Source: an optimization exercise on an open RTL-to-GDS flow (aim: small area and few clock cycles). Production flows keep margins and buffers that such runs may drop.
Where RTL was checked, it was by simulation tests only, not by an equivalence proof against the original.
Function not checked in run 2: the RTL went through the layout flow alone.
Power and IR drop assume default switching activity.

==> design/flow/design.v <==
module main_control(reset,       
					response,    
					coluna_in,   
					player_in,   
					active,      
					addr,        
					q,           
					rden,        
					wren,        
					ready,        
					data_in,
					clk   
					); 
input               reset, active, ready, clk;
input [1:0]         player_in;
input [2:0]         coluna_in;
input [13:0]        data_in;
output reg [1:0]    response, q;
output reg [5:0]    addr;
output reg          rden, wren;
reg [3:0]           state, next_state;
reg [2:0]           coluna_atual;
reg [1:0]           player;
reg [1:0]           vetor[41:0];
reg                 player1_won, player2_won;
reg					fix;
integer             k;  
integer             h;
parameter           IDLE = 0,
					RECEIVE = 1,
					CONFIG_RD = 2,
					WAIT_RD = 3,
					CHECK = 4,
					CONFIG_WR = 5,
					WAIT_WR= 6,
					GEN_RESP = 7,
					CHECK_VICTORY = 8,
					WON = 9,
					CONFIG_WR_W = 10,
					WAIT_WR_W = 11,
					CLEAR_M = 12,
					CONFIG_WR_C =  13,
					WAIT_WR_C = 14;
always @(*)
begin
	next_state = state;
	case(state)
		IDLE:
		begin
			if(active == 1)
				next_state = RECEIVE;    
			else
				next_state = IDLE;
		end
		RECEIVE: next_state = CONFIG_RD;
		CLEAR_M:
		begin
			if(h < 42)
				next_state = CONFIG_WR_C;    
			else
				next_state = IDLE;           
		end
		CONFIG_RD: next_state = WAIT_RD;
		WAIT_RD:
		begin
			if(ready == 1)
				next_state = CHECK;          
			else
				next_state = WAIT_RD;        
		end
		CHECK:
		begin
			if(vetor[coluna_atual + k] != 00)  
			begin
				if(k > 0)
					next_state = CONFIG_RD;   
				else
					next_state = GEN_RESP;
			end
			else  
			begin
				next_state = CONFIG_WR;
			end
		end
		CONFIG_WR: next_state = WAIT_WR;
		WAIT_WR:
		begin
			if(ready == 1)
				next_state = GEN_RESP;
			else
				next_state = WAIT_WR;
		end
		WAIT_WR_C:
		begin
			if(ready == 1)
				next_state = CLEAR_M;
			else
				next_state = WAIT_WR_C;
		end
		CONFIG_WR_C: next_state = WAIT_WR_C;
		GEN_RESP: next_state = CHECK_VICTORY;
		CHECK_VICTORY:
		begin
			if(player1_won == 1 || player2_won == 1)
				next_state = WON;
			else
				next_state = IDLE;
		end
		WON:
		begin
			if(!reset) 
				next_state = CLEAR_M;
			else
			begin
				if(h < 42)
					next_state = CONFIG_WR_W;
				else
					next_state = WON;
			end
		end
		CONFIG_WR_W: next_state = WAIT_WR_W;
		WAIT_WR_W:
		begin
			if(ready == 1)
				next_state = WON;
			else
				next_state = WAIT_WR_W;
		end
	endcase
end
always@(posedge clk)
begin
	if (!reset)
	begin
		player <= 1;
		coluna_atual <= 0;
		state <= CLEAR_M;
		k <= 0;
		h <= 0;
		fix <= 0;
		player1_won <= 0;
		player2_won <= 0;
		vetor[0] <= 0;
		vetor[1] <= 0;
		vetor[2] <= 0;
		vetor[3] <= 0;
		vetor[4] <= 0;
		vetor[5] <= 0;
		vetor[6] <= 0;
		vetor[7] <= 0;
		vetor[8] <= 0;
		vetor[9] <= 0;
		vetor[10] <= 0;
		vetor[11] <= 0;
		vetor[12] <= 0;
		vetor[13] <= 0;
		vetor[14] <= 0;
		vetor[15] <= 0;
		vetor[16] <= 0;
		vetor[17] <= 0;
		vetor[18] <= 0;
		vetor[19] <= 0;
		vetor[20] <= 0;
		vetor[21] <= 0;
		vetor[22] <= 0;
		vetor[23] <= 0;
		vetor[24] <= 0;
		vetor[25] <= 0; 
		vetor[26] <= 0;
		vetor[27] <= 0;
		vetor[28] <= 0;
		vetor[29] <= 0;
		vetor[30] <= 0;
		vetor[31] <= 0;
		vetor[32] <= 0;
		vetor[33] <= 0;
		vetor[34] <= 0;
		vetor[35] <= 0;
		vetor[36] <= 0;
		vetor[37] <= 0;
		vetor[38] <= 0;
		vetor[39] <= 0; 
		vetor[40] <= 0; 
		vetor[41] <= 0;
	end
	else
	begin
		state <= next_state;
		player <= player;
		coluna_atual <= coluna_atual;
		player1_won <= player1_won;
		player2_won <= player2_won;
		fix <= fix;
		if(state == RECEIVE)
		begin
			coluna_atual <= coluna_in;
			player <= player_in;
			h <= 0;
			k <= 35;
		end
		else if(state == CONFIG_WR)
		begin
			vetor[coluna_atual + k] <= player;
			fix <= 1;
		end
		else if(state == GEN_RESP)
		begin
			player1_won <= ((vetor[0] == 2'b01 && vetor[1] == 2'b01 && vetor[2] == 2'b01 && vetor[3] == 2'b01) ||  
						(vetor[1] == 2'b01 && vetor[2] == 2'b01 && vetor[3] == 2'b01 && vetor[4] == 2'b01) ||
						(vetor[2] == 2'b01 && vetor[3] == 2'b01 && vetor[4] == 2'b01 && vetor[5] == 2'b01) ||
						(vetor[3] == 2'b01 && vetor[4] == 2'b01 && vetor[5] == 2'b01 && vetor[6] == 2'b01) ||  
						(vetor[7] == 2'b01 && vetor[8] == 2'b01 && vetor[9] == 2'b01 && vetor[10] == 2'b01) ||
						(vetor[8] == 2'b01 && vetor[9] == 2'b01 && vetor[10] == 2'b01 && vetor[11] == 2'b01) || 
						(vetor[9] == 2'b01 && vetor[10] == 2'b01 && vetor[11] == 2'b01 && vetor[12] == 2'b01) ||
						(vetor[10] == 2'b01 && vetor[11] == 2'b01 && vetor[12] == 2'b01 && vetor[13] == 2'b01) ||  
						(vetor[14] == 2'b01 && vetor[15] == 2'b01 && vetor[16] == 2'b01 && vetor[17] == 2'b01) ||   
						(vetor[15] == 2'b01 && vetor[16] == 2'b01 && vetor[17] == 2'b01 && vetor[18] == 2'b01) ||
						(vetor[16] == 2'b01 && vetor[17] == 2'b01 && vetor[18] == 2'b01 && vetor[19] == 2'b01) ||
						(vetor[17] == 2'b01 && vetor[18] == 2'b01 && vetor[19] == 2'b01 && vetor[20] == 2'b01) ||  
						(vetor[21] == 2'b01 && vetor[22] == 2'b01 && vetor[23] == 2'b01 && vetor[24] == 2'b01) ||
						(vetor[22] == 2'b01 && vetor[23] == 2'b01 && vetor[24] == 2'b01 && vetor[25] == 2'b01) ||
						(vetor[23] == 2'b01 && vetor[24] == 2'b01 && vetor[25] == 2'b01 && vetor[26] == 2'b01) ||
						(vetor[24] == 2'b01 && vetor[25] == 2'b01 && vetor[26] == 2'b01 && vetor[27] == 2'b01) ||  
						(vetor[28] == 2'b01 && vetor[29] == 2'b01 && vetor[30] == 2'b01 && vetor[31] == 2'b01) ||
						(vetor[29] == 2'b01 && vetor[30] == 2'b01 && vetor[31] == 2'b01 && vetor[32] == 2'b01) ||
						(vetor[30] == 2'b01 && vetor[31] == 2'b01 && vetor[32] == 2'b01 && vetor[33] == 2'b01) ||
						(vetor[31] == 2'b01 && vetor[32] == 2'b01 && vetor[33] == 2'b01 && vetor[34] == 2'b01) ||  
						(vetor[35] == 2'b01 && vetor[36] == 2'b01 && vetor[37] == 2'b01 && vetor[38] == 2'b01) ||
						(vetor[36] == 2'b01 && vetor[37] == 2'b01 && vetor[38] == 2'b01 && vetor[39] == 2'b01) ||
						(vetor[37] == 2'b01 && vetor[38] == 2'b01 && vetor[39] == 2'b01 && vetor[40] == 2'b01) ||
						(vetor[38] == 2'b01 && vetor[39] == 2'b01 && vetor[40] == 2'b01 && vetor[41] == 2'b01) ||  
						(vetor[0] == 2'b01 && vetor[7] == 2'b01 && vetor[14] == 2'b01 && vetor[21] == 2'b01)   ||  
						(vetor[7] == 2'b01 && vetor[14] == 2'b01 && vetor[21] == 2'b01 && vetor[28] == 2'b01)  ||
						(vetor[14] == 2'b01 && vetor[21] == 2'b01 && vetor[28] == 2'b01 && vetor[35] == 2'b01) ||
						(vetor[1] == 2'b01 && vetor[8] == 2'b01 && vetor[15] == 2'b01 && vetor[22] == 2'b01)   ||  
						(vetor[8] == 2'b01 && vetor[15] == 2'b01 && vetor[22] == 2'b01 && vetor[29] == 2'b01)  || 
						(vetor[15] == 2'b01 && vetor[22] == 2'b01 && vetor[29] == 2'b01 && vetor[36] == 2'b01) || 
						(vetor[2] == 2'b01 && vetor[9] == 2'b01 && vetor[16] == 2'b01 && vetor[23] == 2'b01)   ||  
						(vetor[9] == 2'b01 && vetor[16] == 2'b01 && vetor[23] == 2'b01 && vetor[30] == 2'b01)  ||
						(vetor[16] == 2'b01 && vetor[23] == 2'b01 && vetor[30] == 2'b01 && vetor[37] == 2'b01) ||   
						(vetor[3] == 2'b01 && vetor[10] == 2'b01 && vetor[17] == 2'b01 && vetor[24] == 2'b01)  ||  
						(vetor[10] == 2'b01 && vetor[17] == 2'b01 && vetor[24] == 2'b01 && vetor[31] == 2'b01) || 
						(vetor[17] == 2'b01 && vetor[24] == 2'b01 && vetor[31] == 2'b01 && vetor[38] == 2'b01) ||
						(vetor[4] == 2'b01 && vetor[11] == 2'b01 && vetor[18] == 2'b01 && vetor[25] == 2'b01)  ||  
						(vetor[11] == 2'b01 && vetor[18] == 2'b01 && vetor[25] == 2'b01 && vetor[32] == 2'b01) ||
						(vetor[18] == 2'b01 && vetor[25] == 2'b01 && vetor[32] == 2'b01 && vetor[39] == 2'b01) ||
						(vetor[5] == 2'b01 && vetor[12] == 2'b01 && vetor[19] == 2'b01 && vetor[26] == 2'b01)  ||  
						(vetor[12] == 2'b01 && vetor[19] == 2'b01 && vetor[26] == 2'b01 && vetor[33] == 2'b01) ||
						(vetor[19] == 2'b01 && vetor[26] == 2'b01 && vetor[33] == 2'b01 && vetor[40] == 2'b01) || 
						(vetor[6] == 2'b01 && vetor[13] == 2'b01 && vetor[20] == 2'b01 && vetor[27] == 2'b01)  ||  
						(vetor[13] == 2'b01 && vetor[20] == 2'b01 && vetor[27] == 2'b01 && vetor[34] == 2'b01) ||
						(vetor[20] == 2'b01 && vetor[27] == 2'b01 && vetor[34] == 2'b01 && vetor[41] == 2'b01) ||  
						(vetor[21] == 2'b01 && vetor[15] == 2'b01 && vetor[9] == 2'b01 && vetor[3] == 2'b01)   ||  
						(vetor[28] == 2'b01 && vetor[22] == 2'b01 && vetor[16] == 2'b01 && vetor[10] == 2'b01) ||
						(vetor[22] == 2'b01 && vetor[16] == 2'b01 && vetor[10] == 2'b01 && vetor[4] == 2'b01)  || 
						(vetor[35] == 2'b01 && vetor[29] == 2'b01 && vetor[23] == 2'b01 && vetor[17] == 2'b01) ||
						(vetor[29] == 2'b01 && vetor[23] == 2'b01 && vetor[17] == 2'b01 && vetor[11] == 2'b01) ||
						(vetor[23] == 2'b01 && vetor[17] == 2'b01 && vetor[11] == 2'b01 && vetor[5] == 2'b01)  || 
						(vetor[36] == 2'b01 && vetor[30] == 2'b01 && vetor[24] == 2'b01 && vetor[18] == 2'b01) ||
						(vetor[30] == 2'b01 && vetor[24] == 2'b01 && vetor[18] == 2'b01 && vetor[12] == 2'b01) ||
						(vetor[24] == 2'b01 && vetor[18] == 2'b01 && vetor[12] == 2'b01 && vetor[6] == 2'b01)  || 
						(vetor[37] == 2'b01 && vetor[31] == 2'b01 && vetor[25] == 2'b01 && vetor[19] == 2'b01) ||
						(vetor[31] == 2'b01 && vetor[25] == 2'b01 && vetor[19] == 2'b01 && vetor[13] == 2'b01) || 
						(vetor[38] == 2'b01 && vetor[32] == 2'b01 && vetor[26] == 2'b01 && vetor[20] == 2'b01) ||  
						(vetor[14] == 2'b01 && vetor[22] == 2'b01 && vetor[30] == 2'b01 && vetor[38] == 2'b01) ||  
						(vetor[7] == 2'b01 && vetor[15] == 2'b01 && vetor[23] == 2'b01 && vetor[31] == 2'b01)  || 
						(vetor[15] == 2'b01 && vetor[23] == 2'b01 && vetor[31] == 2'b01 && vetor[39] == 2'b01) ||
						(vetor[0] == 2'b01 && vetor[8] == 2'b01 && vetor[16] == 2'b01 && vetor[24] == 2'b01)   || 
						(vetor[8] == 2'b01 && vetor[16] == 2'b01 && vetor[24] == 2'b01 && vetor[32] == 2'b01)  ||
						(vetor[16] == 2'b01 && vetor[24] == 2'b01 && vetor[32] == 2'b01 && vetor[40] == 2'b01) || 
						(vetor[1] == 2'b01 && vetor[9] == 2'b01 && vetor[17] == 2'b01 && vetor[25] == 2'b01)   ||
						(vetor[9] == 2'b01 && vetor[17] == 2'b01 && vetor[25] == 2'b01 && vetor[33] == 2'b01)  ||
						(vetor[17] == 2'b01 && vetor[25] == 2'b01 && vetor[33] == 2'b01 && vetor[41] == 2'b01) ||   
						(vetor[2] == 2'b01 && vetor[10] == 2'b01 && vetor[18] == 2'b01 && vetor[26] == 2'b01)  ||
						(vetor[10] == 2'b01 && vetor[18] == 2'b01 && vetor[26] == 2'b01 && vetor[34] == 2'b01) || 
						(vetor[3] == 2'b01 && vetor[11] == 2'b01 && vetor[19] == 2'b01 && vetor[27] == 2'b01)  
						);
		player2_won <= ((vetor[0] == 2'b10 && vetor[1] == 2'b10 && vetor[2] == 2'b10 && vetor[3] == 2'b10) ||  
						(vetor[1] == 2'b10 && vetor[2] == 2'b10 && vetor[3] == 2'b10 && vetor[4] == 2'b10) ||
						(vetor[2] == 2'b10 && vetor[3] == 2'b10 && vetor[4] == 2'b10 && vetor[5] == 2'b10) ||
						(vetor[3] == 2'b10 && vetor[4] == 2'b10 && vetor[5] == 2'b10 && vetor[6] == 2'b10) ||  
						(vetor[7] == 2'b10 && vetor[8] == 2'b10 && vetor[9] == 2'b10 && vetor[10] == 2'b10) ||
						(vetor[8] == 2'b10 && vetor[9] == 2'b10 && vetor[10] == 2'b10 && vetor[11] == 2'b10) || 
						(vetor[9] == 2'b10 && vetor[10] == 2'b10 && vetor[11] == 2'b10 && vetor[12] == 2'b10) ||
						(vetor[10] == 2'b10 && vetor[11] == 2'b10 && vetor[12] == 2'b10 && vetor[13] == 2'b10) ||  
						(vetor[14] == 2'b10 && vetor[15] == 2'b10 && vetor[16] == 2'b10 && vetor[17] == 2'b10) ||   
						(vetor[15] == 2'b10 && vetor[16] == 2'b10 && vetor[17] == 2'b10 && vetor[18] == 2'b10) ||
						(vetor[16] == 2'b10 && vetor[17] == 2'b10 && vetor[18] == 2'b10 && vetor[19] == 2'b10) ||
						(vetor[17] == 2'b10 && vetor[18] == 2'b10 && vetor[19] == 2'b10 && vetor[20] == 2'b10) ||  
						(vetor[21] == 2'b10 && vetor[22] == 2'b10 && vetor[23] == 2'b10 && vetor[24] == 2'b10) ||
						(vetor[22] == 2'b10 && vetor[23] == 2'b10 && vetor[24] == 2'b10 && vetor[25] == 2'b10) ||
						(vetor[23] == 2'b10 && vetor[24] == 2'b10 && vetor[25] == 2'b10 && vetor[26] == 2'b10) ||
						(vetor[24] == 2'b10 && vetor[25] == 2'b10 && vetor[26] == 2'b10 && vetor[27] == 2'b10) ||  
						(vetor[28] == 2'b10 && vetor[29] == 2'b10 && vetor[30] == 2'b10 && vetor[31] == 2'b10) ||
						(vetor[29] == 2'b10 && vetor[30] == 2'b10 && vetor[31] == 2'b10 && vetor[32] == 2'b10) ||
						(vetor[30] == 2'b10 && vetor[31] == 2'b10 && vetor[32] == 2'b10 && vetor[33] == 2'b10) ||
						(vetor[31] == 2'b10 && vetor[32] == 2'b10 && vetor[33] == 2'b10 && vetor[34] == 2'b10) ||  
						(vetor[35] == 2'b10 && vetor[36] == 2'b10 && vetor[37] == 2'b10 && vetor[38] == 2'b10) ||
						(vetor[36] == 2'b10 && vetor[37] == 2'b10 && vetor[38] == 2'b10 && vetor[39] == 2'b10) ||
						(vetor[37] == 2'b10 && vetor[38] == 2'b10 && vetor[39] == 2'b10 && vetor[40] == 2'b10) ||
						(vetor[38] == 2'b10 && vetor[39] == 2'b10 && vetor[40] == 2'b10 && vetor[41] == 2'b10) ||  
						(vetor[0] == 2'b10 && vetor[7] == 2'b10 && vetor[14] == 2'b10 && vetor[21] == 2'b10)   ||  
						(vetor[7] == 2'b10 && vetor[14] == 2'b10 && vetor[21] == 2'b10 && vetor[28] == 2'b10)  ||
						(vetor[14] == 2'b10 && vetor[21] == 2'b10 && vetor[28] == 2'b10 && vetor[35] == 2'b10) ||
						(vetor[1] == 2'b10 && vetor[8] == 2'b10 && vetor[15] == 2'b10 && vetor[22] == 2'b10)   ||  
						(vetor[8] == 2'b10 && vetor[15] == 2'b10 && vetor[22] == 2'b10 && vetor[29] == 2'b10)  || 
						(vetor[15] == 2'b10 && vetor[22] == 2'b10 && vetor[29] == 2'b10 && vetor[36] == 2'b10) || 
						(vetor[2] == 2'b10 && vetor[9] == 2'b10 && vetor[16] == 2'b10 && vetor[23] == 2'b10)   ||  
						(vetor[9] == 2'b10 && vetor[16] == 2'b10 && vetor[23] == 2'b10 && vetor[30] == 2'b10)  ||
						(vetor[16] == 2'b10 && vetor[23] == 2'b10 && vetor[30] == 2'b10 && vetor[37] == 2'b10) ||   
						(vetor[3] == 2'b10 && vetor[10] == 2'b10 && vetor[17] == 2'b10 && vetor[24] == 2'b10)  ||  
						(vetor[10] == 2'b10 && vetor[17] == 2'b10 && vetor[24] == 2'b10 && vetor[31] == 2'b10) || 
						(vetor[17] == 2'b10 && vetor[24] == 2'b10 && vetor[31] == 2'b10 && vetor[38] == 2'b10) ||
						(vetor[4] == 2'b10 && vetor[11] == 2'b10 && vetor[18] == 2'b10 && vetor[25] == 2'b10)  ||  
						(vetor[11] == 2'b10 && vetor[18] == 2'b10 && vetor[25] == 2'b10 && vetor[32] == 2'b10) ||
						(vetor[18] == 2'b10 && vetor[25] == 2'b10 && vetor[32] == 2'b10 && vetor[39] == 2'b10) ||
						(vetor[5] == 2'b10 && vetor[12] == 2'b10 && vetor[19] == 2'b10 && vetor[26] == 2'b10)  ||  
						(vetor[12] == 2'b10 && vetor[19] == 2'b10 && vetor[26] == 2'b10 && vetor[33] == 2'b10) ||
						(vetor[19] == 2'b10 && vetor[26] == 2'b10 && vetor[33] == 2'b10 && vetor[40] == 2'b10) || 
						(vetor[6] == 2'b10 && vetor[13] == 2'b10 && vetor[20] == 2'b10 && vetor[27] == 2'b10)  ||  
						(vetor[13] == 2'b10 && vetor[20] == 2'b10 && vetor[27] == 2'b10 && vetor[34] == 2'b10) ||
						(vetor[20] == 2'b10 && vetor[27] == 2'b10 && vetor[34] == 2'b10 && vetor[41] == 2'b10) ||  
						(vetor[21] == 2'b10 && vetor[15] == 2'b10 && vetor[9] == 2'b10 && vetor[3] == 2'b10)   ||  
						(vetor[28] == 2'b10 && vetor[22] == 2'b10 && vetor[16] == 2'b10 && vetor[10] == 2'b10) ||
						(vetor[22] == 2'b10 && vetor[16] == 2'b10 && vetor[10] == 2'b10 && vetor[4] == 2'b10)  || 
						(vetor[35] == 2'b10 && vetor[29] == 2'b10 && vetor[23] == 2'b10 && vetor[17] == 2'b10) ||
						(vetor[29] == 2'b10 && vetor[23] == 2'b10 && vetor[17] == 2'b10 && vetor[11] == 2'b10) ||
						(vetor[23] == 2'b10 && vetor[17] == 2'b10 && vetor[11] == 2'b10 && vetor[5] == 2'b10)  || 
						(vetor[36] == 2'b10 && vetor[30] == 2'b10 && vetor[24] == 2'b10 && vetor[18] == 2'b10) ||
						(vetor[30] == 2'b10 && vetor[24] == 2'b10 && vetor[18] == 2'b10 && vetor[12] == 2'b10) ||
						(vetor[24] == 2'b10 && vetor[18] == 2'b10 && vetor[12] == 2'b10 && vetor[6] == 2'b10)  || 
						(vetor[37] == 2'b10 && vetor[31] == 2'b10 && vetor[25] == 2'b10 && vetor[19] == 2'b10) ||
						(vetor[31] == 2'b10 && vetor[25] == 2'b10 && vetor[19] == 2'b10 && vetor[13] == 2'b10) || 
						(vetor[38] == 2'b10 && vetor[32] == 2'b10 && vetor[26] == 2'b10 && vetor[20] == 2'b10) ||  
						(vetor[14] == 2'b10 && vetor[22] == 2'b10 && vetor[30] == 2'b10 && vetor[38] == 2'b10) ||  
						(vetor[7] == 2'b10 && vetor[15] == 2'b10 && vetor[23] == 2'b10 && vetor[31] == 2'b10)  || 
						(vetor[15] == 2'b10 && vetor[23] == 2'b10 && vetor[31] == 2'b10 && vetor[39] == 2'b10) ||
						(vetor[0] == 2'b10 && vetor[8] == 2'b10 && vetor[16] == 2'b10 && vetor[24] == 2'b10)   || 
						(vetor[8] == 2'b10 && vetor[16] == 2'b10 && vetor[24] == 2'b10 && vetor[32] == 2'b10)  ||
						(vetor[16] == 2'b10 && vetor[24] == 2'b10 && vetor[32] == 2'b10 && vetor[40] == 2'b10) || 
						(vetor[1] == 2'b10 && vetor[9] == 2'b10 && vetor[17] == 2'b10 && vetor[25] == 2'b10)   ||
						(vetor[9] == 2'b10 && vetor[17] == 2'b10 && vetor[25] == 2'b10 && vetor[33] == 2'b10)  ||
						(vetor[17] == 2'b10 && vetor[25] == 2'b10 && vetor[33] == 2'b10 && vetor[41] == 2'b10) ||   
						(vetor[2] == 2'b10 && vetor[10] == 2'b10 && vetor[18] == 2'b10 && vetor[26] == 2'b10)  ||
						(vetor[10] == 2'b10 && vetor[18] == 2'b10 && vetor[26] == 2'b10 && vetor[34] == 2'b10) || 
						(vetor[3] == 2'b10 && vetor[11] == 2'b10 && vetor[19] == 2'b10 && vetor[27] == 2'b10)      
						);
		end
		else if(state == IDLE)
		begin
			k <= 35;
			fix <= 0;
		end
		else if(state == WAIT_RD)
		begin 
			if(ready == 1)  
			begin
				vetor[k] <= {data_in[1], data_in[0]};
				vetor[k+1] <= {data_in[3], data_in[2]};
				vetor[k+2] <= {data_in[5], data_in[4]};
				vetor[k+3] <= {data_in[7], data_in[6]};
				vetor[k+4] <= {data_in[9], data_in[8]};
				vetor[k+5] <= {data_in[11], data_in[10]};
				vetor[k+6] <= {data_in[13], data_in[12]};                
			end
		end
		else if(state == CHECK)
		begin
			if(k > 0 && vetor[coluna_atual + k] != 00)  
				k <= k - 7;
		end
		else if(state == CLEAR_M)
		begin
			vetor[h] <= 0;
			if(h < 42)
				h <= h + 1;
		end
		else if(state == WON)
		begin
			if(!reset)
				h <= 0;
			else if(h < 42)
				h <= h + 1;
			else
				h <= h;
		end
		else if(state == CONFIG_WR_W)
		begin
			h <= h;
		end
		else if(state == WAIT_WR_W)
		begin
			h <= h;
		end
		else if(state == CONFIG_WR_C)
		begin
			h <= h;
		end
		else if(state == WAIT_WR_C)
		begin
			h <= h;
		end
		else
		begin
			h <= h;
			k <= k;     
			vetor[0] <= vetor[0];
			vetor[1] <= vetor[1];
			vetor[2] <= vetor[2];
			vetor[3] <= vetor[3];
			vetor[4] <= vetor[4];
			vetor[5] <= vetor[5];
			vetor[6] <= vetor[6];
			vetor[7] <= vetor[7];
			vetor[8] <= vetor[8];
			vetor[9] <= vetor[9];
			vetor[10] <= vetor[10];
			vetor[11] <= vetor[11];
			vetor[12] <= vetor[12];
			vetor[13] <= vetor[13];
			vetor[14] <= vetor[14];
			vetor[15] <= vetor[15]; 
			vetor[16] <= vetor[16]; 
			vetor[17] <= vetor[17]; 
			vetor[18] <= vetor[18];
			vetor[19] <= vetor[19];
			vetor[20] <= vetor[20];
			vetor[21] <= vetor[21];
			vetor[22] <= vetor[22];
			vetor[23] <= vetor[23];
			vetor[24] <= vetor[24];
			vetor[25] <= vetor[25]; 
			vetor[26] <= vetor[26]; 
			vetor[27] <= vetor[27]; 
			vetor[28] <= vetor[28];
			vetor[29] <= vetor[29];
			vetor[30] <= vetor[30];
			vetor[31] <= vetor[31];
			vetor[32] <= vetor[32];
			vetor[33] <= vetor[33];
			vetor[34] <= vetor[34];
			vetor[35] <= vetor[35];
			vetor[36] <= vetor[36];
			vetor[37] <= vetor[37];
			vetor[38] <= vetor[38];
			vetor[39] <= vetor[39]; 
			vetor[40] <= vetor[40]; 
			vetor[41] <= vetor[41]; 
		end
	end
end 
always@(*)
begin
	case(state)
		IDLE:
		begin
			q = 0;
			response = 0;
			addr = 0;
			rden = 0;
			wren = 0;
		end
		RECEIVE: 
		begin
			q = 0;
			response = 0;
			addr = 0;
			rden = 0;
			wren = 0;
		end
		CONFIG_RD:
		begin
			q = 0;
			response = 0;
			addr = k;
			rden = 0;
			wren = 0;
		end
		WAIT_RD:
		begin
			q = 0;
			response = 0;
			addr = k;   
			rden = 1;
			wren = 0;
		end
		CHECK: 
		begin
			q = 0;
			response = 0;
			addr = 0;
			rden = 0;
			wren = 0;
		end
		CONFIG_WR:
		begin 
			q = player; 
			response = 0;
			addr = coluna_atual + k;
			rden = 0;
			wren = 0;
		end
		WAIT_WR:
		begin
			q = player;
			response = 0;
			addr = coluna_atual + k;
			rden = 0;
			wren = 1;
		end
		GEN_RESP:
		begin
			q = 0;
			if(fix == 1)
				response = 2;  
			else
				response = 1;  
			addr = 0;
			rden = 0;
			wren = 0;
		end
		CHECK_VICTORY:
		begin
			q = 0;
			response = 0;
			addr = 0;
			rden = 0;
			wren = 0;
		end
		WON:
		begin
			q = 0;
			response = 0;
			addr = 0;
			rden = 0;
			wren = 0;
		end
		CONFIG_WR_W:
		begin
			q = player;
			response = 0;
			addr = h - 1;
			rden = 0;
			wren = 0;
		end
		WAIT_WR_W:
		begin
			q = player;
			response = 0;
			addr = h - 1;
			rden = 0;
			wren = 1;
		end
		CLEAR_M:
		begin
			q = 0;
			response = 0;
			addr = 0;
			rden = 0;
			wren = 0;
		end
		CONFIG_WR_C:
		begin
			q = 0;
			response = 0;
			addr = h - 1;
			rden = 0;
			wren = 0;
		end
		WAIT_WR_C:
		begin
			q = 0;
			response = 0;
			addr = h - 1;
			rden = 0;
			wren = 1;
		end
		default:
		begin
			q = 0;
			response = 0;
			addr = 0;
			rden = 0;
			wren = 0;
		end
	endcase     
end
endmodule
module mem_control( reset,
					wren_ctl,
					rden_ctl,
					rden_vga,
					addr_vga,
					addr_ctl,
					ready_vga,
					ready_ctl,
					data_c_m,
					q,
					q_in,
					q_out,
					w_en,
					addr,
					r_en,
					clk_m,
					clk
					);
input				reset, clk, rden_vga, rden_ctl, wren_ctl;
input [1:0]			q, q_in;
input [5:0] 		addr_vga, addr_ctl;
output reg 			ready_vga, ready_ctl, clk_m, r_en, w_en;
output reg [1:0]	q_out;
output reg [13:0]	data_c_m;
output reg [5:0] 	addr;
reg					who_rd_from;
reg [2:0]			k;
reg [1:0] 			vetor[6:0];
parameter			IDLE			= 0,
					CONFIG_RD 		= 1,
					READ			= 2,
					TRANSFER		= 3,
					READY			= 4,
					CONFIG_WR		= 5,
					WRITE			= 6,
					SEND_DATA		= 7,
					CONFIG_DEST		= 8,
					WRITE_D			= 10,
					FADE			= 11,
					CHECK			= 12;
reg [3:0]			state;
reg	[3:0]			next_state;
always @ (*)
begin
	case(state)
		IDLE:
		begin
			if (rden_vga == 1)
				next_state = CONFIG_DEST;
			else if(rden_ctl == 1)
				next_state = CONFIG_DEST;
			else if (wren_ctl == 1)
				next_state = CONFIG_WR;
			else 
				next_state = IDLE;
		end
		CONFIG_DEST : next_state = CONFIG_RD;
		CONFIG_RD : next_state = READ;
		READ : next_state = TRANSFER;
		TRANSFER: next_state = CHECK;
		CHECK:
		begin
			if (k == 7)
				next_state = SEND_DATA;
			else
				next_state = CONFIG_RD;
		end
		SEND_DATA : next_state = READY;
		CONFIG_WR : next_state = WRITE;
		WRITE : next_state = WRITE_D;
		WRITE_D : next_state = FADE;
		FADE : next_state = IDLE;
		READY : next_state = IDLE;
		default: next_state = IDLE;
	endcase
end
always @ (posedge clk)
begin
	if (!reset)
	begin
		state <= IDLE;
		vetor[0] <= 0;
		vetor[1] <= 0;
		vetor[2] <= 0;
		vetor[3] <= 0;
		vetor[4] <= 0;
		vetor[5] <= 0;
		vetor[6] <= 0;
		k <= 0;
		who_rd_from <= 0;
	end
	else
	begin
		state <= next_state;
		vetor[0] <= vetor[0];
		vetor[1] <= vetor[1];
		vetor[2] <= vetor[2];
		vetor[3] <= vetor[3];
		vetor[4] <= vetor[4];
		vetor[5] <= vetor[5];
		vetor[6] <= vetor[6];
		k <= k;
		who_rd_from <= who_rd_from;
		if(state == IDLE)
		begin
			k <= 0;
		end
		else if(state == TRANSFER)  
		begin
			vetor[k-1] <= q;
		end
		else if(state == CONFIG_DEST)
		begin
			if(rden_vga == 1)
				who_rd_from <= 1;
			else
				who_rd_from <= 0;
		end
		else if(state == CHECK)
		begin
			if(k != 7)
				k <= k + 1;
		end
	end
end
always @ (*)
begin
	r_en = 0;
	w_en = 0;
	addr = 0;
	clk_m = 0;
	ready_vga = 0;
	ready_ctl = 0;
	data_c_m = 0;
	q_out = 0;
	case(state)
		CONFIG_RD:
		begin
			if(who_rd_from == 1)
				addr = addr_vga + k;
			else
				addr = addr_ctl + k;
			r_en = 1;
			w_en = 0;
			clk_m = 0;
		end
		READ:
		begin
			if(who_rd_from == 1)
				addr = addr_vga + k;
			else
				addr = addr_ctl + k;
			r_en = 1;
			w_en = 0;
			clk_m = 1;
		end
		TRANSFER:
		begin
			if(who_rd_from == 1)
				addr = addr_vga + k;
			else
				addr = addr_ctl + k;
			r_en = 1;
			w_en = 0;
			clk_m = 0;
		end
		SEND_DATA:
		begin
			{data_c_m[1], data_c_m[0]} = vetor[0];
			{data_c_m[3], data_c_m[2]} = vetor[1];
			{data_c_m[5], data_c_m[4]} = vetor[2];
			{data_c_m[7], data_c_m[6]} = vetor[3];
			{data_c_m[9], data_c_m[8]} = vetor[4];
			{data_c_m[11], data_c_m[10]} = vetor[5];
			{data_c_m[13], data_c_m[12]} = vetor[6];
		end
		READY:
		begin
			{data_c_m[1], data_c_m[0]} = vetor[0];
			{data_c_m[3], data_c_m[2]} = vetor[1];
			{data_c_m[5], data_c_m[4]} = vetor[2];
			{data_c_m[7], data_c_m[6]} = vetor[3];
			{data_c_m[9], data_c_m[8]} = vetor[4];
			{data_c_m[11], data_c_m[10]} = vetor[5];
			{data_c_m[13], data_c_m[12]} = vetor[6];
			if(who_rd_from == 1)
				ready_vga = 1;
			else
				ready_ctl = 1;
		end
		CONFIG_WR:
		begin
			addr =  addr_ctl;
			r_en =  1'b0;
			w_en =  1'b1;
			clk_m = 1'b0;
			q_out = q_in;
		end
		WRITE:
		begin
			addr =  addr_ctl;
			r_en =  1'b0;
			w_en =  1'b1;
			clk_m = 1'b1;
			q_out = q_in;
		end
		WRITE_D:  
		begin
			addr =  addr_ctl;
			r_en =  1'b0;
			w_en =  1'b1;
			clk_m = 1'b1;
			q_out = q_in;
		end
		FADE:	 
		begin
			addr =  addr_ctl;
			r_en =  1'b0;
			w_en =  1'b1;
			clk_m = 1'b0;
			q_out = q_in;
			ready_ctl = 1'b1;
		end
		CONFIG_DEST:
		begin
			clk_m = 1;
		end
		default:
		begin
			r_en = 0;
			w_en = 0;
			addr = 0;
			clk_m = 0;
			ready_vga = 0;
			ready_ctl = 0;
			data_c_m = 0;
		end
	endcase
end
endmodule
module ram (
	address,
	clock,
	clk_m,
	data,
	rden,
	wren,
	q);
	input	[5:0]  address;
	input	  clock;
	input	  clk_m;
	input	[1:0]  data;
	input	  rden;
	input	  wren;
	output	reg [1:0]  q;
	reg [1:0] mem [0:63];
	reg [1:0] q_int;
	reg       clk_m_q;
	wire      en = clk_m & ~clk_m_q;
	always @(posedge clock)
	begin
		clk_m_q <= clk_m;
		if (en)
		begin
			if (wren)
			begin
				mem[address] <= data;
				q_int <= data;
			end
			else if (rden)
				q_int <= mem[address];
			q <= q_int;
		end
	end
endmodule
module connect4_engine (
	input         clk,
	input         reset,         
	input         active,        
	input  [2:0]  coluna_in,     
	input  [1:0]  player_in,     
	output [1:0]  response,      
	input         rden_vga,      
	input  [5:0]  addr_vga,      
	output        ready_vga,
	output [13:0] data_vga
);
	wire [5:0]  addr_ctl, addr_m;
	wire [1:0]  q_ctl, q_ram, q_out;
	wire        rden_ctl, wren_ctl, ready_ctl;
	wire        clk_m, r_en, w_en;
	wire [13:0] data_c_m;
	main_control inst_ctl (
		.reset    (reset),
		.response (response),
		.coluna_in(coluna_in),
		.player_in(player_in),
		.active   (active),
		.addr     (addr_ctl),
		.q        (q_ctl),
		.rden     (rden_ctl),
		.wren     (wren_ctl),
		.ready    (ready_ctl),
		.data_in  (data_c_m),
		.clk      (clk)
	);
	mem_control inst_mem (
		.reset    (reset),
		.wren_ctl (wren_ctl),
		.rden_ctl (rden_ctl),
		.rden_vga (rden_vga),
		.addr_vga (addr_vga),
		.addr_ctl (addr_ctl),
		.ready_vga(ready_vga),
		.ready_ctl(ready_ctl),
		.data_c_m (data_c_m),
		.q        (q_ram),
		.q_in     (q_ctl),
		.q_out    (q_out),
		.w_en     (w_en),
		.addr     (addr_m),
		.r_en     (r_en),
		.clk_m    (clk_m),
		.clk      (clk)
	);
	ram inst_ram (
		.address(addr_m),
		.clock  (clk),
		.clk_m  (clk_m),
		.data   (q_out),
		.rden   (r_en),
		.wren   (w_en),
		.q      (q_ram)
	);
	assign data_vga = data_c_m;
endmodule
==> design/flow/run.sh <==
#!/bin/bash
# synth_recipe.tcl (not shown) runs the flow's synth.tcl, then flattens the netlist and writes it again
# the make line also repeats each setting of config.mk as NAME=value (left out here)
make -C /OpenROAD-flow-scripts/flow DESIGN_CONFIG=/design/flow/config.mk WORK_HOME=/design/flow/orfs CLKGATE_MAP_FILE= SYNTH_SCRIPT=/design/flow/synth_recipe.tcl finish
==> design/flow/config.mk <==
export PLATFORM = sky130hd
export DESIGN_NAME = connect4_engine
export DESIGN_NICKNAME = connect4_engine
export VERILOG_FILES = /design/flow/design.v
export SDC_FILE = /design/flow/constraint.sdc
export NUM_CORES = 4
export LEC_CHECK = 0
export CAP_MARGIN = 20
export CORE_MARGIN = 2
export CORE_UTILIZATION = 30
export PLACE_DENSITY = 0.42
export SLEW_MARGIN = 20
==> design/flow/constraint.sdc <==
create_clock -name core_clock -period 10.0 [get_ports {clk}]
set_input_delay 2.0000 -clock core_clock [delete_from_list [all_inputs] [get_ports {clk}]]
set_output_delay 2.0000 -clock core_clock [all_outputs]
set_load 0.01 [all_outputs]
==> flow_metrics.env, run 1 <==
export IMPL_die_area_um2=97000
export IMPL_status="timing/DRC/antenna clean"
export IMPL_p_leak_uw=0.0101
export IMPL_synth_area_top_cells="edfxtp_1, nand2_1, dfxtp_1"
export IMPL_grt_max_degree=67
export IMPL_cts_root_buffer="clkbuf_16"
export IMPL_vias=32500
export IMPL_ctsHoldBuffers=0
export IMPL_nets=3541
export IMPL_finalCritPeriodShare_pct=62.8
export IMPL_die_width_um=311
export IMPL_required_ns=10.45
export IMPL_reg2reg_depth=17
export IMPL_cts_resized=0
export IMPL_hold_violations=0
export IMPL_ir_drop_v=0.000145
export IMPL_cp_end_kind="register"
export IMPL_ys_types=94
export IMPL_tightestPinTransition_ns=1.33
export IMPL_final_layout_size_suffix_gt1_share_pct=8.01
export IMPL_area_delta_synth_final_pct=12.8
export IMPL_dr_wl_met2_um=69900
export IMPL_rsz0062_at_grt="no"
export IMPL_synth_fp_nets=3597
export IMPL_drc_errors=0
export IMPL_wl_met3_um=21200
export IMPL_ys_top_cells_by_count="nand2_1, nor2_1, edfxtp_1"
export IMPL_hpwl_um=112000
export IMPL_drtIter0Drc=5223
export IMPL_antenna_left=0
export IMPL_rows=112
export IMPL_coreArea_um2=93500
export IMPL_htree_levels=2
export IMPL_wl_per_cell_um=34.6
export IMPL_drt_wl_total_um=166000
export IMPL_async_flop_share_pct=0
export IMPL_cts_num_sinks=359
export IMPL_synth_edff_count=274
export IMPL_overflow=0
export IMPL_ioPinCount=32
export IMPL_r2r_start="inst_ctl.k[0]$_SDFFE_PN0P_"
export IMPL_r2r_slack_ns=3.75
export IMPL_maxSlewHeadroom_pct=11.2
export IMPL_cp_max_fo=48
export IMPL_postCtsSetupRepairBufs=0
export IMPL_fin_setup_tns_ns=0
export IMPL_cts_buffer_depth=3
export IMPL_yosys_warnings=3
export IMPL_grt_first_pass_wirelength_um=232000
export IMPL_syn_avg_cell_area_um2=7.96
export IMPL_r2r_end="inst_ram.q_int[1]$_DFFE_PP_"
export IMPL_startpoint="reset"
export IMPL_synth_area_um2=28300
export IMPL_fin_skew_ns=0.0404
export IMPL_fmax_ghz=0.159
export IMPL_grt_usage_pct=32.8
export IMPL_ys_ff_latch=359
export IMPL_grt_pass1_vias=30700
export IMPL_met1Wirelength_um=63900
export IMPL_synthCells=3562
export IMPL_synth_most_common_cell="nand2_1"
export IMPL_yosysTopAreaCell="edfxtp_1"
export IMPL_port_buffer_count=31
export IMPL_viasPerCell=6.76
export IMPL_ys_seq_area_share_pct=35.0
export IMPL_cts_tree="yes"
export IMPL_setup_viol=0
export IMPL_clock_latency_ns=0.66
export IMPL_hold_path_class="reg2reg"
export IMPL_crit_type="in2reg"
export IMPL_cp_start_kind="input pin"
export IMPL_dr_pass1_iters=10
export IMPL_fill_cells=9820
export IMPL_synth_top_cell_area_share_pct=29.0
export IMPL_cap_viol_max_count=0
export IMPL_synth_ff_type="edfxtp_1"
export IMPL_power_density_nw_per_um2=223
export IMPL_routabilityCongestion=1.01
export IMPL_cts_buffers=48
export IMPL_arrival_ns=6.73
export IMPL_antenna_found_initial=6
export IMPL_routed_top_layer="met5"
export IMPL_die_h_um=311
export IMPL_slew_viol_final=0
export IMPL_post_route_util_pct=34.2
export IMPL_path_clk_slew_ns=0.07
export IMPL_timing_final_crit_period_ns=6.28
export IMPL_cp_endpoint="inst_ctl.vetor[32][1]$_DFFE_PP_"
export IMPL_start_util_pct=30.3
[cells in the final DEF (no fill, tap or decap), drive strengths merged, types with 52 or more instances in the layout]
cell,n
o21ai,163
nor3,140
clkbuf,63
xor2,55
nor2b,91
o221ai,93
o211ai,184
o22ai,98
nand2,498
a21oi,164
nor2,451
a31oi,52
nand3,130
buf,129
edfxtp,274
dfxtp,85
a221oi,56
[cells by family after synthesis]
logic type,after synthesis,share of synthesized area [%]
AND/OR/NAND/NOR,1593,26.2
buffers and inverters,305,4.10
adder cells (fa/ha/maj),20,0.936
XOR/XNOR,99,3.11
flip-flops,359,35.0
AO/OA/AOI/OAI,1123,27.9
multiplexers,63,2.69
[worst min path at each step]
stage	startpoint	endpoint	slack (ns)	cells after the start
5_1_grt	inst_ram.q_int[1]$_DFFE_PP_	inst_ram.q[1]$_DFFE_PP_	0.45	0
6_report	inst_ram.q_int[1]$_DFFE_PP_	inst_ram.q[1]$_DFFE_PP_	0.43	0
3_5_place_dp	inst_ram.q_int[1]$_DFFE_PP_	inst_ram.q[1]$_DFFE_PP_	0.43	0
2_1_floorplan	inst_ram.q_int[0]$_DFFE_PP_	inst_ram.q[0]$_DFFE_PP_	0.40	0
3_3_place_gp	inst_ram.q_int[1]$_DFFE_PP_	inst_ram.q[1]$_DFFE_PP_	0.42	0
4_1_cts	inst_ram.q_int[1]$_DFFE_PP_	inst_ram.q[1]$_DFFE_PP_	0.44	0
[layer usage]
metal	vias up	GRT usage, %
met1	15700	41.8
li1	13600	-
met3	649	10.5
met5	-	0
met4	6	18.7
met2	2508	48.8
[worst max-delay path: stages]
cell and delay, ns:
buf_2 0.47, buf_4 0.72, nand2_1 0.22, or3_1 0.52
o221ai_1 0.48, o211ai_1 0.16, buf_4 0.32, nor2_1 0.97
a21oi_1 0.22, o21ai_1 0.18, o21ai_0 0.09, a222oi_1 0.34
[final cells by class]
type                            count  area, µm²  share of cell area (%)
Clock inverter                     27        313                   0.978
Multi-Input combinational cell   2898      17400                    54.5
Sequential cell                   359       9930                    31.1
Clock buffer                       63       1290                    4.04
Inverter                           40        150                   0.470
Timing Repair Buffer              159       1270                    3.97
Antenna cell                        5       12.5                  0.0391
Tap cell                         1254       1570                    4.91
[where the power goes]
part           switching (µW)  internal [µW]
clock network             768           1020
logic                    2550            907
registers                 154           1720
total                    3470           3650
[per-stage QoR]
stage               power, µW  instance area (µm²)  hold WS [ns]  std cells  worst slack, ns
finish                   7120                32000         0.435       4805             3.72
global route             7360                32000         0.455       4801             3.39
CTS                      7000                31900         0.437       4798             3.69
detailed placement       5200                30300         0.431       4708             3.36
global placement         5180                30300         0.421       4708             3.42
floorplan                3920                28300         0.400       3562             4.94
[registers in the layout (all words and copies together) (netlist names), 2 cells and up]
register and cells:
inst_ctl.state 4, inst_ctl.vetor 128, inst_ctl.player 2, inst_mem.state 4, inst_ctl.coluna_atual 3, inst_ctl.k 32
inst_ram.q 2, inst_mem.vetor 14, inst_ram.mem 128, inst_ctl.h 32, inst_mem.k 3, inst_ram.q_int 2
Testbench counts, summed over its fixed seeds: cycles 848,014.
==> inputs of run 2 (changes only) <==
==> design/flow/design.v (replaced) <==
module main_control (
	input             clk,
	input             reset,
	input             active,
	input      [2:0]  coluna_in,
	input      [1:0]  player_in,
	output reg [1:0]  response,
	output     [48:0] board,      
	output            won,
	output reg        lp          
);
	reg  [6:0] col [0:6];
	wire [6:0] above [0:6];      
	wire       p = player_in[1];
	wire       mv = active & ~won;
	genvar j, i;
	generate
		for (j = 0; j < 7; j = j + 1) begin : g_col
			assign board[7*j +: 7] = col[j];
			assign above[j][6] = 1'b0;
			for (i = 0; i < 6; i = i + 1) begin : g_above
				assign above[j][i] = above[j][i+1] | col[j][i+1];
			end
			wire wr = mv & (coluna_in == j) & ~col[j][6];
			always @(posedge clk) begin
				if (!reset)
					col[j] <= 7'b0000001;
				else if (wr)
					col[j] <= (col[j] & ~(~above[j] & {7{~p}})) | ({col[j][5:0] & ~above[j][5:0], 1'b0});
			end
		end
	endgenerate
	wire [41:0] mm;
	generate
		for (i = 0; i < 6; i = i + 1) begin : g_mr
			for (j = 0; j < 7; j = j + 1) begin : g_mc
				assign mm[i*7+j] = above[j][i] & (col[j][i] == lp);
			end
		end
	endgenerate
	wire [68:0] lines;
	generate
		for (i = 0; i < 6; i = i + 1) begin : g_h
			for (j = 0; j < 4; j = j + 1) begin : g_hc
				assign lines[i*4+j] = mm[(i)*7+j] & mm[(i)*7+j+1] & mm[(i)*7+j+2] & mm[(i)*7+j+3];
			end
		end
		for (j = 0; j < 7; j = j + 1) begin : g_v
			for (i = 0; i < 3; i = i + 1) begin : g_vr
				assign lines[24+j*3+i] = mm[(i)*7+j] & mm[(i+1)*7+j] & mm[(i+2)*7+j] & mm[(i+3)*7+j];
			end
		end
		for (i = 0; i < 3; i = i + 1) begin : g_d
			for (j = 0; j < 4; j = j + 1) begin : g_dc
				assign lines[45+i*4+j] = mm[(i)*7+j] & mm[(i+1)*7+j+1] & mm[(i+2)*7+j+2] & mm[(i+3)*7+j+3];
				assign lines[57+i*4+j] = mm[(i)*7+j+3] & mm[(i+1)*7+j+2] & mm[(i+2)*7+j+1] & mm[(i+3)*7+j];
			end
		end
	endgenerate
	assign won = |lines;
	wire full = col[coluna_in][6];
	always @(posedge clk) begin
		response <= mv ? (full ? 2'd1 : 2'd2) : 2'd0;
		if (mv)
			lp <= p;
	end
endmodule
module mem_control (
	input             clk,
	input             rden_vga,
	input      [5:0]  addr_vga,
	output reg        ready_vga,
	output     [13:0] data_vga,
	input      [48:0] board,
	input             won,
	input             lp
);
	wire [5:0] sel;
	assign sel[5] = (addr_vga[5:3] == 3'd0) & ~addr_vga[0];   
	assign sel[4] = (addr_vga[5:3] == 3'd0) &  addr_vga[0];   
	assign sel[3] = (addr_vga[5:3] == 3'd1);                  
	assign sel[2] = (addr_vga[5:3] == 3'd2);                  
	assign sel[1] = (addr_vga[5:3] == 3'd3);                  
	assign sel[0] = addr_vga[5];                              
	genvar j;
	generate
		for (j = 0; j < 7; j = j + 1) begin : g_cell
			wire [6:0] c = board[7*j +: 7];
			wire [5:0] above = {c[6], c[6] | c[5], |c[6:4], |c[6:3], |c[6:2], |c[6:1]};
			wire occ = |(sel & above);
			wire pl  = |(sel & c[5:0]);
			assign data_vga[2*j +: 2] = won ? {lp, ~lp} : {occ & pl, occ & ~pl};
		end
	endgenerate
	always @(posedge clk)
		ready_vga <= rden_vga & ~ready_vga;
endmodule
module connect4_engine (
	input         clk,
	input         reset,         
	input         active,        
	input  [2:0]  coluna_in,     
	input  [1:0]  player_in,     
	output [1:0]  response,      
	input         rden_vga,      
	input  [5:0]  addr_vga,      
	output        ready_vga,
	output [13:0] data_vga
);
	wire [48:0] board;
	wire        won;
	wire        lp;
	main_control inst_ctl (
		.clk      (clk),
		.reset    (reset),
		.active   (active),
		.coluna_in(coluna_in),
		.player_in(player_in),
		.response (response),
		.board    (board),
		.won      (won),
		.lp       (lp)
	);
	mem_control inst_mem (
		.clk      (clk),
		.rden_vga (rden_vga),
		.addr_vga (addr_vga),
		.ready_vga(ready_vga),
		.data_vga (data_vga),
		.board    (board),
		.won      (won),
		.lp       (lp)
	);
endmodule
--- a/design/flow/config.mk
+++ b/design/flow/config.mk
@@ -6,4 +6,5 @@
 export NUM_CORES = 4
 export LEC_CHECK = 0
+export ABC_AREA = 1
 export CAP_MARGIN = 20
 export CORE_MARGIN = 2
==> run 2 against run 1 <==
- still clean
- sequential share of layout area is 11 points lower
- routed wire length is 88% lower
- clock skew is 0.029 ns lower
- synthesized area is 83% lower
- clock power is 88% lower
- non-clock buffer count is 125 lower
- register-to-register slack better by 1.9 ns
- clock-buffer cell count is 57 lower
- critical path type is now in2out
- critical endpoint is now data_vga[0]
- largest power group is now sequential cells
- highest routed layer is now met4
==> flow_metrics.env, run 2 <==
export IMPL_hold_path_class="reg2reg"
export IMPL_coreArea_um2=15800
export IMPL_yosys_warnings=3
export IMPL_required_ns=8.00
export IMPL_arrival_ns=5.20
export IMPL_hold_violations=0
export IMPL_port_buffer_count=28
export IMPL_ctsHoldBuffers=0
export IMPL_cap_viol_max_count=0
export IMPL_synth_area_top_cells="dfxtp_1, nand2_1, nand3_1"
export IMPL_nets=899
export IMPL_path_clk_slew_ns=0.08
export IMPL_fin_setup_tns_ns=0
export IMPL_die_h_um=131
export IMPL_synth_ff_type="dfxtp_1"
export IMPL_tightestPinTransition_ns=1.09
export IMPL_finalCritPeriodShare_pct=72.0
export IMPL_met1Wirelength_um=9110
export IMPL_overflow=0
export IMPL_routed_top_layer="met4"
export IMPL_die_width_um=131
export IMPL_timing_final_crit_period_ns=7.20
export IMPL_synth_area_um2=4810
export IMPL_drc_errors=0
export IMPL_synth_edff_count=1
export IMPL_setup_viol=0
export IMPL_postCtsSetupRepairBufs=0
export IMPL_synth_compound_area_share_pct=18.5
export IMPL_post_route_util_pct=34.4
export IMPL_synthSimpleGateAreaFrac_pct=44.6
export IMPL_cp_start_kind="input pin"
export IMPL_cts_resized=0
export IMPL_synth_top_family_by_area="simple AND/OR/NAND/NOR gates"
export IMPL_htree_levels=2
export IMPL_layout_commonest_cell="nand2_1"
export IMPL_start_util_pct=30.5
export IMPL_fin_skew_ns=0.0113
export IMPL_ys_top_cells_by_count="nand2_1, nor2_1, inv_1"
export IMPL_drtIter0Drc=486
export IMPL_async_flop_share_pct=0
export IMPL_viasPerCell=5.17
export IMPL_grt_max_degree=32
export IMPL_wl_per_cell_um=18.0
export IMPL_cts_buffer_depth=2
export IMPL_reg_top3="inst_ctl.col (49), inst_ctl.response (2)"
export IMPL_synth_fa_ha_area_share_pct=0
export IMPL_cp_end_kind="primary output"
export IMPL_cp_max_fo=14
export IMPL_yosysTopAreaCell="dfxtp_1"
export IMPL_die_area_um2=17000
export IMPL_p_leak_uw=0.00252
export IMPL_ir_drop_v=0.0000632
export IMPL_routabilityCongestion=0.949
export IMPL_synthCells=867
export IMPL_clock_latency_ns=0.31
export IMPL_cts_num_sinks=53
export IMPL_wl_met3_um=1090
export IMPL_largest_register="inst_ctl.col"
export IMPL_final_layout_size_suffix_gt1_share_pct=4.41
export IMPL_maxSlewHeadroom_pct=27.3
export IMPL_cts_tree="yes"
export IMPL_slew_viol_final=0
export IMPL_antenna_found_initial=0
export IMPL_synth_most_common_cell="nand2_1"
export IMPL_placed_cell_area_um2=5250
export IMPL_syn_avg_cell_area_um2=5.54
export IMPL_cts_root_buffer="clkbuf_16"
export IMPL_fmax_ghz=0.139
export IMPL_rows=46
export IMPL_final_cell_mix="nand2_1, nor2_1, inv_1, nand3_1, o21ai_0"
export IMPL_ys_seq_area_share_pct=22.3
export IMPL_hpwl_um=14600
export IMPL_drt_wl_total_um=19800
export IMPL_synth_fp_nets=882
export IMPL_ioPinCount=32
export IMPL_synth_xor_area_share_pct=2.37
export IMPL_grt_first_pass_wirelength_um=30900
export IMPL_dr_wl_met2_um=9060
export IMPL_area_delta_synth_final_pct=12.7
export IMPL_n_antenna_cell=0
export IMPL_dr_pass1_iters=5
export IMPL_ys_ff_latch=53
export IMPL_grt_pass1_vias=5449
export IMPL_synthMuxAreaShare_pct=0
export IMPL_ys_types=33
export IMPL_synth_top_cell_area_share_pct=21.7
export IMPL_grt_usage_pct=23.9
export IMPL_total_power_uw=531
export IMPL_vias=5689
export IMPL_largest_reg_flops=49
export IMPL_crit_type="in2out"
export IMPL_cts_buffers=5
export IMPL_postLayoutCellArea_um2=5420
export IMPL_rsz0062_at_grt="no"
export IMPL_power_density_nw_per_um2=98.0
export IMPL_antenna_left=0
export IMPL_status="timing/DRC/antenna clean"
==> run 2: final cells by class <==
| cell class | instances | area (µm²) |
|---|---|---|
| clock inverters | 2 | 38.8 |
| clock buffers | 6 | 129 |
| fillers | 1812 | 10400 |
| repair buffers | 34 | 345 |
| well taps | 216 | 270 |
| flip-flops and latches | 53 | 1070 |
| multi-input cells | 680 | 3150 |
| inverters | 110 | 413 |
==> run 2: cells by family (layout without fill, tap and decap cells) <==
logic type | after synthesis | after routing
and+or+nand+nor | 500 | 500
buffers and inverters | 134 | 152
DFF | 53 | 53
AOI/OAI and AO/OA | 167 | 167
xor gates and xnor gates | 13 | 13
==> run 2: report_power, final <==
part           switching, µW  total, µW  leakage (µW)  internal (µW)
Combinational           68.2       99.6       0.00200           31.4
Sequential              5.47        221      0.000431            216
Clock                   91.3        211     0.0000810            119
==> run 2: final timing paths <==
| kind | from | to | slack, ns | cells past startpoint |
|---|---|---|---|---|
| worst min-delay path | inst_mem.ready_vga$_DFF_P_ | inst_mem.ready_vga$_DFF_P_ | 0.42 | 1 |
| worst max register to register | inst_ctl.lp$_DFFE_PP_ | inst_ctl.col[3][0]$_SDFFE_PN1P_ | 5.64 | 19 |
| worst min register to register | inst_mem.ready_vga$_DFF_P_ | inst_mem.ready_vga$_DFF_P_ | 0.42 | 1 |
| worst max-delay path | addr_vga[5] | data_vga[0] | 2.80 | 8 |
==> run 2: through the flow <==
stage | setup WS [ns] | instances | hold WS [ns]
floorplan | 4.57 | 867 | 0.443
global placement | 2.88 | 1092 | 0.402
detailed placement | 2.86 | 1093 | 0.408
CTS | 2.85 | 1101 | 0.420
global route | 2.67 | 1101 | 0.450
finish | 2.80 | 1101 | 0.423
==> run 2: worst max-delay path, stage by stage <==
cell and delay, ns:
clkdlybuf4s50_1 0.83, nor2_1 0.16, nand3b_1 0.68, o22ai_1 0.15, nor4_1 0.52, inv_1 0.07, o21ai_0 0.21, clkdlybuf4s50_1 0.57
==> run 2: routing by layer <==
layer | track usage (%) | up-vias
met5 | 0 | -
met4 | 8.45 | 0
met3 | 4.23 | 36
met2 | 39.1 | 141
met1 | 31.6 | 2649
li1 | - | 2863

-- re-timing with driven ports --
The results above use ideal ports. As a check the final layouts listed here were re-extracted and re-timed, cells and wires unchanged.
Step 1 (the two cells are an assumption about what drives the block):
set clk [get_ports {clk}]
set_driving_cell -lib_cell sky130_fd_sc_hd__clkbuf_16 $clk
set_driving_cell -lib_cell sky130_fd_sc_hd__buf_2 [delete_from_list [all_inputs] $clk]
Step 2 moves the port delays by t, midway between the first and last clock arrival at a register: inputs arrive t later, outputs are due t later. That takes back most of the time a late clock gives input paths.
Three values: ideal ports, drivers, drivers and shift; two values: the first two.
| run | t, ns | slack for setup (ns) | latest minus earliest clock arrival (ns) |
|---|---|---|---|
| run 1 | 0.710 | 3.721 / 3.702 / 3.051 | 0.042 / 0.043 |
| run 2 | 0.344 | 2.800 / 2.772 / 2.772 | 0.011 / 0.011 |
After both steps every run listed still meets setup and hold. For run 1, which loses most, drivers alone change the setup slack by -0.019 ns; drivers and shift together by -0.670 ns.
